This design comes from an exercise in tuning for small area, a short achievable clock period and few clock cycles on the open sky130 flow, not from production work. RTL that was checked went through simulation tests only; none was proved equivalent to the original.

Setup of rev 12:
// SM_2300_Task6_dijkstra
module SM_2300_Task6_dijkstra(
  input clk_50M,
  input rst,
  input go,
  input [5:0] src,
  input [5:0] dst,
  input [209:0] weights,
  output ready,
  output reg out_valid,
  output reg [5:0] out_node,
  output reg out_last,
  output reg [10:0] path_cost
);
Size in the first run: roughly 5200 cells after synthesis, about 400 flip-flops, about 250 I/O pins.
Settings: LEC_CHECK=0, ABC_AREA=1, CAP_MARGIN=20, CORE_MARGIN=2, CORE_UTILIZATION=40, SLEW_MARGIN=20, SYNTH_MEMORY_MAX_BITS=65536; clock period 80.0 ns.
standard.sh (not shown) runs the stock make flow with config.mk's settings and CLKGATE_MAP_FILE= SYNTH_SCRIPT=/design/flow/synth_recipe.tcl, a recipe that flattens the netlist after the stock synthesis.
==> flow/flow/run.sh <==
#!/bin/bash
set -euo pipefail
bash standard.sh "BUFFER_PORTS_ARGS=-buffer_cell sky130_fd_sc_hd__buf_1" "CTS_ARGS=-sink_clustering_enable -repair_clock_nets -dont_use_dummy_load" finish > make_finish.log 2>&1
Rev 12 reached the end of the flow, and the finished layout is clean on the timing, DRC and antenna checks.
Testbench counts of rev 12, summed over its fixed seeds: cycles 874.
For rev 13, these inputs were changed with respect to rev 12:
==> flow/flow/run.sh <==
#!/bin/bash
# Layout flow: the standard layout (standard.sh, all steps unchanged) except that the
# port buffers that buffer_ports adds during placement are sky130_fd_sc_hd__buf_1 cells
# instead of the delay-buffer cell it picks by itself. make's full output goes to
# make_finish.log here; the ORFS step logs stay under orfs/logs/.
set -euo pipefail
bash standard.sh "BUFFER_PORTS_ARGS=-buffer_cell sky130_fd_sc_hd__buf_1" finish > make_finish.log 2>&1
## What came out
[compare] base=rev 12 new=rev 13: number of antenna cells inserted lower, share of post-route cells with drive strength above 1 now sits higher.
Rev 12 and rev 13 ended up with roughly the same count of buffers from port buffering.
Per the comparison of rev 13 with rev 12, largest stage delay on the critical path shows no meaningful change; final-layout clock buffer total moved up.
When rev 13 is set beside rev 12, its final period demand of the worst path turns out to be 16 ps smaller.
Compared to rev 12, rev 13 shows a wider setup margin.
Diff rev 13..rev 12 | post-route setup TNS | unchanged
Against rev 12, rev 13 reports a design area that is higher.
For routed wire length, rev 12 and rev 13 come out practically identical.

========
SM_2300_Task6_dijkstra, a different RTL version from the one above (not shown whole).
Size: about 360 flip-flops, about 250 I/O pins, about 0.035 sq mm of cells after synthesis.
## SM_2300_Task6_dijkstra
module SM_2300_Task6_dijkstra(
  input clk_50M,
  input rst,
  input go,
  input [5:0] src,
  input [5:0] dst,
  input [209:0] weights,
  output ready,
  output reg out_valid,
  output reg [5:0] out_node,
  output reg out_last,
  output reg [10:0] path_cost
);
reg [209:0] wreg;
reg [5:0] srcr, dstr;
reg busy, seed;
reg rdy;            
reg [7:0] dreg [0:9];
reg [1:0] par [0:9];
assign ready = rdy;
function [8:0] relax;
  input [7:0] a;
  input [7:0] d;
  input [6:0] w;
  reg [8:0] s;
  reg c, b, wi;
  integer i;
  begin
    c = 1'b0;
    for (i = 0; i < 8; i = i + 1) begin
      wi = (i < 7) ? w[i] : 1'b0;
      s[i] = a[i] ^ wi ^ c;
      c = (a[i] & wi) | (a[i] & c) | (wi & c);
    end
    s[8] = c;
    b = 1'b0;
    for (i = 0; i < 8; i = i + 1)
      b = (~s[i] & d[i]) | (~s[i] & b) | (d[i] & b);
    b = b & ~s[8];
    relax = {b, b ? s[7:0] : d};
  end
endfunction
function [9:0] relax2;
  input [7:0] a1;
  input [6:0] w1;
  input [7:0] a2;
  input [6:0] w2;
  input [7:0] d;
  reg [8:0] s1, s2;
  reg c, b1, b2, le, wi, sel1, sel2;
  integer i;
  begin
    c = 1'b0;
    for (i = 0; i < 8; i = i + 1) begin
      wi = (i < 7) ? w1[i] : 1'b0;
      s1[i] = a1[i] ^ wi ^ c;
      c = (a1[i] & wi) | (a1[i] & c) | (wi & c);
    end
    s1[8] = c;
  ...
export LEC_CHECK = 0
export ABC_AREA = 1
export CAP_MARGIN = 20
export CORE_MARGIN = 2
export CORE_UTILIZATION = 40
export SLEW_MARGIN = 20
export SYNTH_MEMORY_MAX_BITS = 65536
create_clock -name core_clock -period 80.0 [get_ports {clk_50M}]
==> flow/flow/run.sh <==
#!/bin/bash
# Layout flow: the standard layout (standard.sh, every step as the standard flow runs it)
# with two changes to how the layout is built:
#  - the port buffers that buffer_ports adds during placement are sky130_fd_sc_hd__buf_1
#    cells instead of the larger delay-buffer cell it picks by itself (every port still
#    gets its buffer);
#  - clock tree synthesis uses clkbuf_4 cells below a clkbuf_16 root and no dummy loads.
# make's full output goes to make_finish.log in this folder; the ORFS step logs stay under
# orfs/logs/.
set -euo pipefail
bash standard.sh \
  "BUFFER_PORTS_ARGS=-buffer_cell sky130_fd_sc_hd__buf_1" \
  "CTS_ARGS=-sink_clustering_enable -repair_clock_nets -dont_use_dummy_load -buf_list sky130_fd_sc_hd__clkbuf_4 -root_buf sky130_fd_sc_hd__clkbuf_16" \
  finish > make_finish.log 2>&1
Testbench counts at the start, summed over its fixed seeds: cycles 867.
==> next run, changes <==
==> flow/flow/run.sh (replaced) <==
#!/bin/bash
# Layout flow: the standard layout (standard.sh: the standard synthesis and every ORFS
# step), with these changes to how the layout is built:
#  - at the end of the floorplan step, restructure.tcl re-maps the combinational logic for
#    area with OpenROAD's restructure command (registers untouched);
#  - the timing repairs aim at a 17.1 ns period (setup margin 62.9 ns on the 80 ns clock);
#    the constraints themselves are unchanged;
#  - the port buffers that buffer_ports adds are sky130_fd_sc_hd__buf_1 cells instead of
#    the delay-buffer cell it picks by itself (every port still gets its buffer);
#  - clock tree synthesis uses clkbuf_4 cells below a clkbuf_16 root and no dummy loads.
# make's full output goes to make_finish.log in this folder; the ORFS step logs stay under
# orfs/logs/.
set -euo pipefail
bash standard.sh \
  "BUFFER_PORTS_ARGS=-buffer_cell sky130_fd_sc_hd__buf_1" \
  "CTS_ARGS=-sink_clustering_enable -repair_clock_nets -dont_use_dummy_load -buf_list sky130_fd_sc_hd__clkbuf_4 -root_buf sky130_fd_sc_hd__clkbuf_16" \
  "SETUP_SLACK_MARGIN=62.9" \
  "POST_FLOORPLAN_TCL=$PWD/flow/restructure.tcl" \
  finish > make_finish.log 2>&1
==> flow/flow/restructure.tcl (new file) <==
# Area-oriented resynthesis of the combinational logic with OpenROAD's restructure (ABC),
# run at the end of the floorplan step through ORFS's POST_FLOORPLAN_TCL hook. Registers
# are not touched. ABC maps onto a copy of the platform's liberty file without the cells
# the platform marks don't-use.
set src_lib [lindex $::env(LIB_FILES) 0]
set lib_ok $::env(RESULTS_DIR)/restructure_cells.lib
set patterns {}
foreach c $::env(DONT_USE_CELLS) { lappend patterns $c }
set in [open $src_lib r]
set out [open $lib_ok w]
set skip 0
set depth 0
while {[gets $in line] >= 0} {
  if {!$skip && [regexp {^\s*cell\s*\(\s*"?([A-Za-z0-9_]+)"?\s*\)} $line -> name]} {
    foreach p $patterns {
      if {[string match $p $name]} { set skip 1; set depth 0; break }
    }
  }
  if {$skip} {
    incr depth [regexp -all {\{} $line]
    incr depth [expr {-[regexp -all {\}} $line]}]
    if {$depth <= 0 && [regexp {\}} $line]} { set skip 0 }
    continue
  }
  puts $out $line
}
close $in
close $out
set_dont_use $::env(DONT_USE_CELLS)
file mkdir $::env(RESULTS_DIR)/rmp
restructure -target area -liberty_file $lib_ok \
  -tielo_port sky130_fd_sc_hd__conb_1/LO -tiehi_port sky130_fd_sc_hd__conb_1/HI \
  -work_dir $::env(RESULTS_DIR)/rmp -abc_logfile $::env(LOG_DIR)/restructure_abc.log
CORE_UTILIZATION = 60   (was 40)
Cell area decreases by about 13%.
Worst setup slack gains 0.45 ns.
Clock skew falls by 0.011 ns.
Fmax climbs by about 2.6%.
Sequential cell count is unchanged.
Synthesized area is unchanged.
Routed wire length is lower by about 7%.
Via count goes up by about 2%.
==> next run, changes <==
==> flow/flow/run.sh (replaced) <==
#!/bin/bash
set -euo pipefail
bash standard.sh "BUFFER_PORTS_ARGS=-buffer_cell sky130_fd_sc_hd__buf_1" "CTS_ARGS=-sink_clustering_enable -repair_clock_nets -dont_use_dummy_load -buf_list sky130_fd_sc_hd__clkbuf_4 -root_buf sky130_fd_sc_hd__clkbuf_16" "SETUP_SLACK_MARGIN=62.9" "PRE_FLOORPLAN_TCL=$PWD/flow/restructure.tcl" finish > make_finish.log 2>&1
--- a/flow/flow/restructure.tcl
+++ b/flow/flow/restructure.tcl
@@ -1,3 +1,3 @@
 # Area-oriented resynthesis of the combinational logic with OpenROAD's restructure (ABC),
-# run at the end of the floorplan step through ORFS's POST_FLOORPLAN_TCL hook. Registers
+# run at the start of the floorplan step through ORFS's PRE_FLOORPLAN_TCL hook. Registers
 # are not touched. ABC maps onto a copy of the platform's liberty file without the cells
CORE_UTILIZATION = 40   (was 60)
Outcome: The new run aborted during floorplan, error EST-0104. Synthesized cell count is lower by 18%. Area after synthesis is lower by 16%.
==> next run, changes <==
==> flow/flow/run.sh (replaced) <==
#!/bin/bash
set -euo pipefail
bash standard.sh "BUFFER_PORTS_ARGS=-buffer_cell sky130_fd_sc_hd__buf_1" "CTS_ARGS=-sink_clustering_enable -repair_clock_nets -dont_use_dummy_load -buf_list sky130_fd_sc_hd__clkbuf_4 -root_buf sky130_fd_sc_hd__clkbuf_16" "SETUP_SLACK_MARGIN=62.9" finish > make_finish.log 2>&1
CORE_UTILIZATION = 50   (was 40)
removed: flow/flow/restructure.tcl
=> With this change the flow produced a clean layout; synthesized area came out higher by about a fifth; synthesized cell count rose by about a fifth.
==> next run, changes <==
==> flow/flow/run.sh (replaced) <==
#!/bin/bash
set -euo pipefail
bash standard.sh "BUFFER_PORTS_ARGS=-buffer_cell sky130_fd_sc_hd__buf_1" "CTS_ARGS=-sink_clustering_enable -repair_clock_nets -dont_use_dummy_load -buf_list sky130_fd_sc_hd__clkbuf_4 -root_buf sky130_fd_sc_hd__clkbuf_16" "SETUP_SLACK_MARGIN=62.9" "POST_FLOORPLAN_TCL=$PWD/flow/restructure.tcl" finish > make_finish.log 2>&1
==> flow/flow/restructure.tcl (new file) <==
# Area-oriented resynthesis of the combinational logic with OpenROAD's restructure (ABC),
# run at the end of the floorplan step through ORFS's POST_FLOORPLAN_TCL hook. Registers
# are not touched. ABC maps onto a copy of the platform's liberty file without the cells
# the platform marks don't-use.
set src_lib [lindex $::env(LIB_FILES) 0]
set lib_ok $::env(RESULTS_DIR)/restructure_cells.lib
set patterns {}
foreach c $::env(DONT_USE_CELLS) { lappend patterns $c }
set in [open $src_lib r]
set out [open $lib_ok w]
set skip 0
set depth 0
while {[gets $in line] >= 0} {
  if {!$skip && [regexp {^\s*cell\s*\(\s*"?([A-Za-z0-9_]+)"?\s*\)} $line -> name]} {
    foreach p $patterns {
      if {[string match $p $name]} { set skip 1; set depth 0; break }
    }
  }
  if {$skip} {
    incr depth [regexp -all {\{} $line]
    incr depth [expr {-[regexp -all {\}} $line]}]
    if {$depth <= 0 && [regexp {\}} $line]} { set skip 0 }
    continue
  }
  puts $out $line
}
close $in
close $out
set_dont_use $::env(DONT_USE_CELLS)
file mkdir $::env(RESULTS_DIR)/rmp
restructure -target area -liberty_file $lib_ok \
  -tielo_port sky130_fd_sc_hd__conb_1/LO -tiehi_port sky130_fd_sc_hd__conb_1/HI \
  -work_dir $::env(RESULTS_DIR)/rmp -abc_logfile $::env(LOG_DIR)/restructure_abc.log
CORE_UTILIZATION = 48   (was 50)
The changed run produced a clean layout.
Core utilization goes down by 8.4 points.
Register-to-register slack barely changes.
Cell count went down by 12%.
Routed wire length went up by 4.5%.
Via count is about the same.
Final area falls by 12%.
Area after synthesis does not change.
Global-route usage shrinks by 0.45 points.

========
## job 101
SM_2300_Task6_dijkstra again, from the RTL that the note above started with.
Settings: LEC_CHECK=0, ABC_AREA=1, CAP_MARGIN=20, CORE_MARGIN=2, CORE_UTILIZATION=40, SLEW_MARGIN=20, SYNTH_MEMORY_MAX_BITS=65536; clock period 80.0 ns.
==> flow/flow/run.sh <==
#!/bin/bash
set -euo pipefail
bash standard.sh "BUFFER_PORTS_ARGS=-buffer_cell sky130_fd_sc_hd__buf_1" "CTS_ARGS=-sink_clustering_enable -repair_clock_nets -dont_use_dummy_load -buf_list sky130_fd_sc_hd__clkbuf_4 -root_buf sky130_fd_sc_hd__clkbuf_16" "SETUP_SLACK_MARGIN=63.3" finish > make_finish.log 2>&1
Testbench counts of job 101, summed over its fixed seeds: cycles 867.
What job 102 does differently from job 101 at the input level:
==> flow/flow/run.sh <==
#!/bin/bash
set -euo pipefail
bash standard.sh "BUFFER_PORTS_ARGS=-buffer_cell sky130_fd_sc_hd__buf_1" "CTS_ARGS=-sink_clustering_enable -repair_clock_nets -dont_use_dummy_load -buf_list sky130_fd_sc_hd__clkbuf_4 -root_buf sky130_fd_sc_hd__clkbuf_16" finish > make_finish.log 2>&1
Results
Reported for job 101 and job 102, number of hold-slack violations in the final timing report turned out identical to the last digit. Diff job 101 -> job 102 | clock skew | increase of 0.0083 ns. Going from job 101 to job 102, share of the clock period used by the worst path saw an increase, wire length on met3 now sits higher. Job 101 ended up with path_cost[0] as its first element of the critical path; job 102 ended up with src[2]. Looking at shortest clock period the worst path allows after layout, job 102 sits above job 101. Met1 track utilization from global routing | job 102 below job 101. Compare job 101 and job 102 | critical path depth lower: job 101.
Input changes introduced in job 103 (baseline for comparison: job 102):
==> flow/flow/run.sh <==
#!/bin/bash
set -euo pipefail
bash standard.sh "BUFFER_PORTS_ARGS=-buffer_cell sky130_fd_sc_hd__buf_1" "CTS_ARGS=-sink_clustering_enable -repair_clock_nets -dont_use_dummy_load -buf_list sky130_fd_sc_hd__clkbuf_4 -root_buf sky130_fd_sc_hd__clkbuf_16" "SETUP_SLACK_MARGIN=62.9" finish > make_finish.log 2>&1
- Job 103 vs job 102: final worst-path cycle share down
- | logic depth of the worst setup path including buffers | job 103 vs job 102 | 1 lower |
- Cell depth of the worst flop-to-flop path ended up about 13% lower on job 103 than on job 102.
- [compare] base=job 102 new=job 103: first-pass GRT wire length up about 1%; multi-input gate share of the layout cell area has remained practically unchanged.
- Instance count after placement with tap cells included delta (job 103 -> job 102): insignificant
- Number of antenna violations at the first check in global routing was higher in job 102 than in job 103.
- Compare job 103 and job 102 | total CTS buffers higher: job 103
- The endpoint of the worst setup timing path comes out offs[0] in one run and offd[3] in the other, namely in job 102 and job 103 respectively.

========
SM_2300_Task6_dijkstra, a different RTL version from the one above (not shown whole).
For scale: about 5300 cells after synthesis, roughly 390 flip-flops, roughly 38000 sq um of cells after synthesis.
Settings: LEC_CHECK=0, ABC_AREA=1, CAP_MARGIN=20, CORE_MARGIN=2, CORE_UTILIZATION=40, SLEW_MARGIN=20, SYNTH_MEMORY_MAX_BITS=65536; clock period 80.0 ns.
==> flow/flow/run.sh <==
#!/bin/bash
set -euo pipefail
bash standard.sh "BUFFER_PORTS_ARGS=-buffer_cell sky130_fd_sc_hd__buf_1" "CTS_ARGS=-sink_clustering_enable -repair_clock_nets -dont_use_dummy_load" finish > make_finish.log 2>&1
Change:
==> flow/flow/run.sh (replaced) <==
#!/bin/bash
set -euo pipefail
bash standard.sh "BUFFER_PORTS_ARGS=-buffer_cell sky130_fd_sc_hd__buf_1" "CTS_ARGS=-sink_clustering_enable -repair_clock_nets -dont_use_dummy_load -buf_list sky130_fd_sc_hd__clkbuf_4 -root_buf sky130_fd_sc_hd__clkbuf_16" finish > make_finish.log 2>&1
Final area is lower by 0.57%.
Routed wire length barely changes.
Clock-buffer cell count is higher by 62.
First-iteration DRC count is lower by 3.2%.
Area after synthesis is unchanged.
Worst setup slack degrades by 0.041 ns.
Global-route usage is higher by 0.14 points.
No functional check of the RTL was part of any run of this note.

[static timing again, ports no longer ideal]
Ports are ideal in the flow. The routed layouts listed here were re-timed in OpenROAD.
Step 1 (the two cells are an assumption about what drives the block):
set clk [get_ports {clk_50M}]
set_driving_cell -lib_cell sky130_fd_sc_hd__clkbuf_16 $clk
set_driving_cell -lib_cell sky130_fd_sc_hd__buf_2 [delete_from_list [all_inputs] $clk]
Step 2 also shifts input and output timing later by t, the mid clock arrival at the registers, as if the neighbouring blocks saw the same clock.
a / b / c = ideal ports / drivers / drivers and shift; a / b = the first two.
| run | t, ns | setup slack, ns | hold slack, ns | worst setup path at the end | slew at the worst register clock pin (ns) |
|---|---|---|---|---|---|
| rev 12 | 0.703 | 62.693 / 62.703 / 62.006 | 0.471 / 0.471 / 0.471 | input to register | 0.07 / 0.07 |
| rev 13 | 0.728 | 62.709 / 62.698 / 61.999 | 0.470 / 0.470 / 0.470 | input to register | 0.07 / 0.07 |
| the first run of note 2 | 0.668 | 62.328 / 62.352 / 61.684 | 0.444 / 0.444 / 0.444 | input to register | 0.07 / 0.07 |
| the second run of note 2 | 0.635 | 62.777 / 62.793 / 62.158 | 0.453 / 0.453 / 0.453 | input to register | 0.08 / 0.08 |
| the fourth run of note 2 | 0.657 | 62.861 / 62.854 / 62.226 | 0.454 / 0.454 / 0.454 | input to register | 0.07 / 0.07 |
| the fifth run of note 2 | 0.629 | 62.814 / 62.819 / 62.190 | 0.426 / 0.426 / 0.426 | input to register | 0.07 / 0.07 |
| job 101 | 0.668 | 62.929 / 62.855 / 62.335 | 0.456 / 0.456 / 0.456 | input to register | 0.07 / 0.07 |
| job 102 | 0.668 | 62.328 / 62.352 / 61.684 | 0.444 / 0.444 / 0.444 | input to register | 0.07 / 0.07 |
| job 103 | 0.664 | 62.903 / 62.865 / 62.271 | 0.457 / 0.457 / 0.457 | input to register | 0.07 / 0.07 |
| the first run of note 4 | 0.690 | 62.610 / 62.622 / 61.932 | 0.460 / 0.460 / 0.460 | input to register | 0.06 / 0.06 |
| the second run of note 4 | 0.681 | 62.569 / 62.578 / 61.896 | 0.459 / 0.459 / 0.459 | input to register | 0.07 / 0.07 |
After both steps every run listed still meets setup and hold. The setup slack of rev 13, which loses most, moves by -0.011 ns with the drivers and by -0.710 ns with both steps.
